This design comes from an exercise in tuning for small area, a short achievable clock period and few clock cycles per item on the open sky130 flow, not from production work. No functional check of the RTL was part of any run shown here.

==> flow/design.v, too long to show whole: its modules and the start of the top module <==
// module FFT: 654 lines
module FFT(clk, rst_n, in_valid, din_r, din_i, out_valid, dout_r, dout_i);
  // ...
==> flow/run.sh <==
#!/bin/bash
# synth_recipe.tcl (not shown) runs the flow's synth.tcl, then flattens the netlist and writes it again
# the make line also repeats each setting of config.mk as NAME=value (left out here)
make -C /OpenROAD-flow-scripts/flow DESIGN_CONFIG=/design/flow/config.mk WORK_HOME=/design/flow/orfs CLKGATE_MAP_FILE= SYNTH_SCRIPT=/design/flow/synth_recipe.tcl finish
==> flow/config.mk <==
export PLATFORM = sky130hd
export DESIGN_NAME = FFT
export DESIGN_NICKNAME = FFT
export VERILOG_FILES = /design/flow/design.v
export SDC_FILE = /design/flow/constraint.sdc
export NUM_CORES = 4
export LEC_CHECK = 0
export CAP_MARGIN = 20
export CORE_MARGIN = 2
export CORE_UTILIZATION = 40
export PLACE_DENSITY = 0.6
export SETUP_SLACK_MARGIN = 5
export SLEW_MARGIN = 20
==> flow/constraint.sdc <==
create_clock -name core_clock -period 12.0 [get_ports {clk}]
set_input_delay 2.4000 -clock core_clock [delete_from_list [all_inputs] [get_ports {clk}]]
set_output_delay 2.4000 -clock core_clock [all_outputs]
set_load 0.01 [all_outputs]
==> impl_results.md, run 1 <==
* CP max stage cell: buf_4
* Post-synth top cells: 1,771 x dfxtp_1, 1,392 x inv_1, 933 x fa_1
* DP Cell Count at 13.1k
* Cell family with most CP delay: compound AO/OA/AOI/OAI gates
* Multi-input gate area at 59,800 um2
* ClkCell Share at 5.85%
* Net count after synthesis at 11.8k
* Multiplexer area fraction after synthesis at 2.15%
* Critical Path Start Type: flop
* Max-Cap Viols at 0
* Hold Buf Count CTS at 0
* Number of flip-flops and latches at 1,780
* P&R area growth vs syn at 10.1%
* Synth area leader: dfxtp_1
* Inserted Clock Buffers at 187
* First-pass GRT wire length at 467,000 um
* Area fraction of the dominant cell type after synthesis at 34.6%
* RSZ-0062 raised after global routing: no
* Non-filler cells, final at 13.5k
* Hpwl dp at 248,000 um
* CTS tree: done
* Routed length per instance at 23.2 um
* Post-synth ARST share at 0.506%
* Status: finished clean
* Register area at 35,700 um2
* Distinct cell type count after synthesis at 86
* Ys Warns at 9
* Fraction of area in multi-input gates at 53.0%
* Setup violators final at 0
* Crit path depth at 15
* Comb_multi_in at 6,442
* Clk sinks at 1,780
* Post_cts resized at 0
* I/O pins at 60
* Non-clock buffer share at 1.10%
* Chip Width at 510 um
* Worst slack, placed at 6.71 ns
==> inputs of run 2 (changes only) <==
==> flow/flow/run.sh (new file) <==
#!/bin/bash
set -euo pipefail
export SETUP_SLACK_MARGIN=8
bash standard.sh finish > flow_make.log 2>&1
==> flow/standard.sh (new file) <==
#!/bin/bash
# synth_recipe.tcl (not shown) runs the flow's synth.tcl, then flattens the netlist and writes it again
# the make line also repeats each setting of config.mk as NAME=value (left out here)
make -C /OpenROAD-flow-scripts/flow DESIGN_CONFIG=/design/flow/config.mk WORK_HOME=/design/flow/orfs CLKGATE_MAP_FILE= SYNTH_SCRIPT=/design/flow/synth_recipe.tcl "${@:-finish}"
--- a/flow/config.mk
+++ b/flow/config.mk
@@ -9,5 +9,4 @@
 export CORE_MARGIN = 2
 export CORE_UTILIZATION = 40
 export PLACE_DENSITY = 0.6
-export SETUP_SLACK_MARGIN = 5
 export SLEW_MARGIN = 20
removed: flow/run.sh
==> impl_results.md, run 2 <==
* RePlAce Congestion at 0.947
* Vias at 72.8k
* Post-synth ARST share at 0.506% (unchanged)
* Layout filler cell count at 23.7k
* Post-Syn Area at 102,000 um2
* Root buf cell: clkbuf_16
* GRT met3 Usage at 3.65%
* Port Buf Inserts at 59
* Worst Path Arrival at 4.97 ns
* TritonRoute pass-1 iters at 12
* Synth Area in XOR/XNOR at 8.88%
* Top FF cell, synth: dfxtp_1
* Inserted Clock Buffers at 193 (+3.2%)
* Initial antenna violation count at 35
* Synth Area in Simple Gates at 7.34%
* #FFs+latches synth at 1,780
* Register area at 35,900 um2 (+0.60%)
* Worst Skew at 0.0890 ns
* GRT met1 Usage at 33.3%
* Cell family with most CP delay: adder cells
* Initial core utilization at 40.3%
* Setup violators final at 0 (unchanged)
* Crit path top cell by count: fa_1
* Max-Cap Viols at 0 (unchanged)
* Layout Nets at 11.8k
* Hold EP: r2i[7][14]
* Die area at 260,000 um2
* Post-DR vias/cell at 5.32
* Max Clk Rate at 235 MHz
* Max Slew Vio Count at 0
* Iter 0 DRT Violations at 6,594
* Crit end category: flop
* CTS tree: done
* Non-filler cells, final at 13.7k (+1.5%)
* Fin crit period at 4.26 ns
* Hold Path Class: reg -> reg
* Synth Area in Compound Gates at 12.9%
* Area fraction of the dominant cell type after synthesis at 34.6% (unchanged)
* Synth area leader: dfxtp_1
* Worst hold path depth at 0
* Largest net degree at the start of global routing at 80
* First-pass GRT wire length at 479,000 um (+2.7%)
* Final Util at 46.0%
* Multi-input gate area at 61,100 um2 (+2.3%)
* R2r worst-path depth at 10
* Hold_sp: r2i[6][14]
* Worst slew pin tran at 1.25 ns
* Net count after synthesis at 11.8k (unchanged)
* Chip height at 510 um
* RR Endpoint: Bis[7]
* Worst slack, placed at 6.89 ns (+0.185 ns)
* Main combinational cell family by area after synthesis: adder cells
* Critical path class: reg -> reg
* Avg Inst Size Synth at 10.2 um2
* RSZ-0062 raised after global routing: yes
* Chip Width at 510 um (unchanged)
* Ys Warns at 9 (unchanged)
* Clock Latency Late Sink at 0.90 ns
* WP buf/inv at 3
* R2R Path Start: E3i[7]
* Critical Path Start Type: flop
* P&R area growth vs syn at 14.2%
* Row cnt at 185
* Hpwl dp at 251,000 um (+1.5%)
* Final worst-path cycle share at 35.5%
* Share of cells above drive strength 1 at 10.6%
* Most common cell in the netlist: dfxtp_1
* Peak-usage layer in the global routing report: met2
* Core area at 254,000 um2
* I/O pins at 60 (unchanged)
* Antenna Nets Post-Route at 0
* Met2 Track Usage GR at 40.0%
* Post-synth top cells: 1,771 x dfxtp_1, 1,392 x inv_1, 933 x fa_1
* R2r setup slk at 7.74 ns
* Adder-cell share of the synthesized area at 27.1%
* DP Cell Count at 13.1k (+0.030%)
* GR Overflow Total at 0
* Final hold violation count at 0
* Routed length per instance at 23.9 um (+3.1%)
* Clk sinks at 1,780 (unchanged)
* Max stage delay on crit path at 0.57 ns
* CP max stage cell: fa_2
* Final setup margin at 7.74 ns
* Highest net fanout along the worst path at 4
* CP cell instances: clkinvlp_4, buf_6, fa_1, fa_2, fa_1, buf_6, fa_2, fa_1, ha_1, mux4_2
* Commonest cells after routing, fill and taps aside: 1,675 x dfxtp_1, 1,302 x inv_1, 881 x fa_1, 758 x nand2_1, 690 x xnor2_1
* EDFF count, synth at 0
* Status: finished clean
* Critical Path RT at 12.71 ns
* Sequential element share of the synthesized area at 34.8%
* Commonest non-fill, non-tap cell in the layout: dfxtp_1
* Residual DRC at 0
* GRT Total Usage at 24.8%
* Multiplexer area fraction after synthesis at 2.15% (unchanged)
* Synth area leaders: dfxtp_1 35%, fa_1 18%, ha_1 8.8%, xnor2_1 6.0%, inv_1 5.1%
* Slew margin rel. at 16.1%
* Clock slew seen by the registers of the worst setup and hold paths at 0.06 ns
* Distinct cell type count after synthesis at 86 (unchanged)
* Gate Count Post-Synth at 10.1k
* Number of global-route vias before repair at 73.9k
* Clk buf depth at 3
* Total Wirelength at 327,000 um
* Sum Neg Setup Slack at 0 ns
* # H-tree levels at 4
run 2: routing by layer:
layer / vias up / wire, um
met1: 36469 / 141000
met2: 2433 / 151000
met4: 16 / 14800
met5: - / 116
met3: 540 / 19800
li1: 33374 / -
run 2: how the worst max path moves through the flow:
stage / from / to / depth (start not counted)
floorplan: E3r[15] / Ais[8] / 12
global placement: qsel0[2] / E1i[13] / 13
detailed placement: qsel0[2] / U2i[14] / 15
CTS: E3i[8] / Bis[8] / 12
global route: E1i[10] / Ars[6] / 13
finish: E3i[7] / Bis[7] / 10
run 2: cell families after synthesis:
kind of cell	Yosys count
fa+ha+maj	1656
xor+xnor	1038
buf+inv	1855
mux	164
compound gates	1919
flops	1780
simple gates	1665
run 2: metrics by stage:
| step | area (um2) | hold WS, ns |
|---|---|---|
| finish | 117000 | 0.275 |
| global route | 117000 | 0.286 |
| CTS | 116000 | 0.278 |
| detailed placement | 106000 | 0.313 |
| global placement | 106000 | 0.313 |
| floorplan | 103000 | 0.310 |
run 2: layout make-up:
| type | count | share of cell area (%) |
|---|---|---|
| Multi-Input combinational cell | 6442 | 52.2 |
| Sequential cell | 1780 | 30.7 |
| Inverter | 1395 | 4.56 |
| Tap cell | 3366 | 3.60 |
| Clock inverter | 109 | 1.29 |
| Antenna cell | 13 | 0.0278 |
| Timing Repair Buffer | 323 | 2.91 |
| Clock buffer | 253 | 4.66 |
run 2: worst reg2reg max path, stage by stage (launching register included):
cell        delay, ns
dfxtp_4          0.42
clkinvlp_4       0.18
buf_6            0.16
fa_1             0.46
fa_2             0.54
fa_1             0.44
buf_6            0.14
fa_2             0.57
fa_1             0.42
ha_1             0.31
mux4_2           0.47
run 2: timing repair:
action	in CTS	in global routing
gates resized for setup	317	238
setup endpoints to repair	346	137
pin swaps	76	139
hold buffers	0	0
gates cloned	10	5
setup buffers	112	55

[what the ideal ports hide]
How much do the figures lean on ideal ports? The routed layouts below were timed once more, with nothing changed but the port constraints.
Step 1 assumes that a clkbuf_16 drives the clock port and a buf_2 every other input.
Step 2 adds t to the input delays and takes it off the output delays; t is the mean of the earliest and latest rising clock arrival at the registers after step 1. Input paths then give back, and output paths get back, about the clock's delay inside the block.
Three values: ideal, step 1, step 2; two values: the first two.
run | shift t [ns] | slack for setup (ns) | hold slack, ns | clock arrival spread, ns
run 1 | 0.918 | 6.673 / 6.673 / 6.673 | 0.318 / 0.318 / 0.318 | 0.057 / 0.057
run 2 | 0.950 | 7.743 / 7.743 / 7.743 | 0.275 / 0.275 / 0.275 | 0.091 / 0.091
After both steps setup and hold are still met in every run listed.
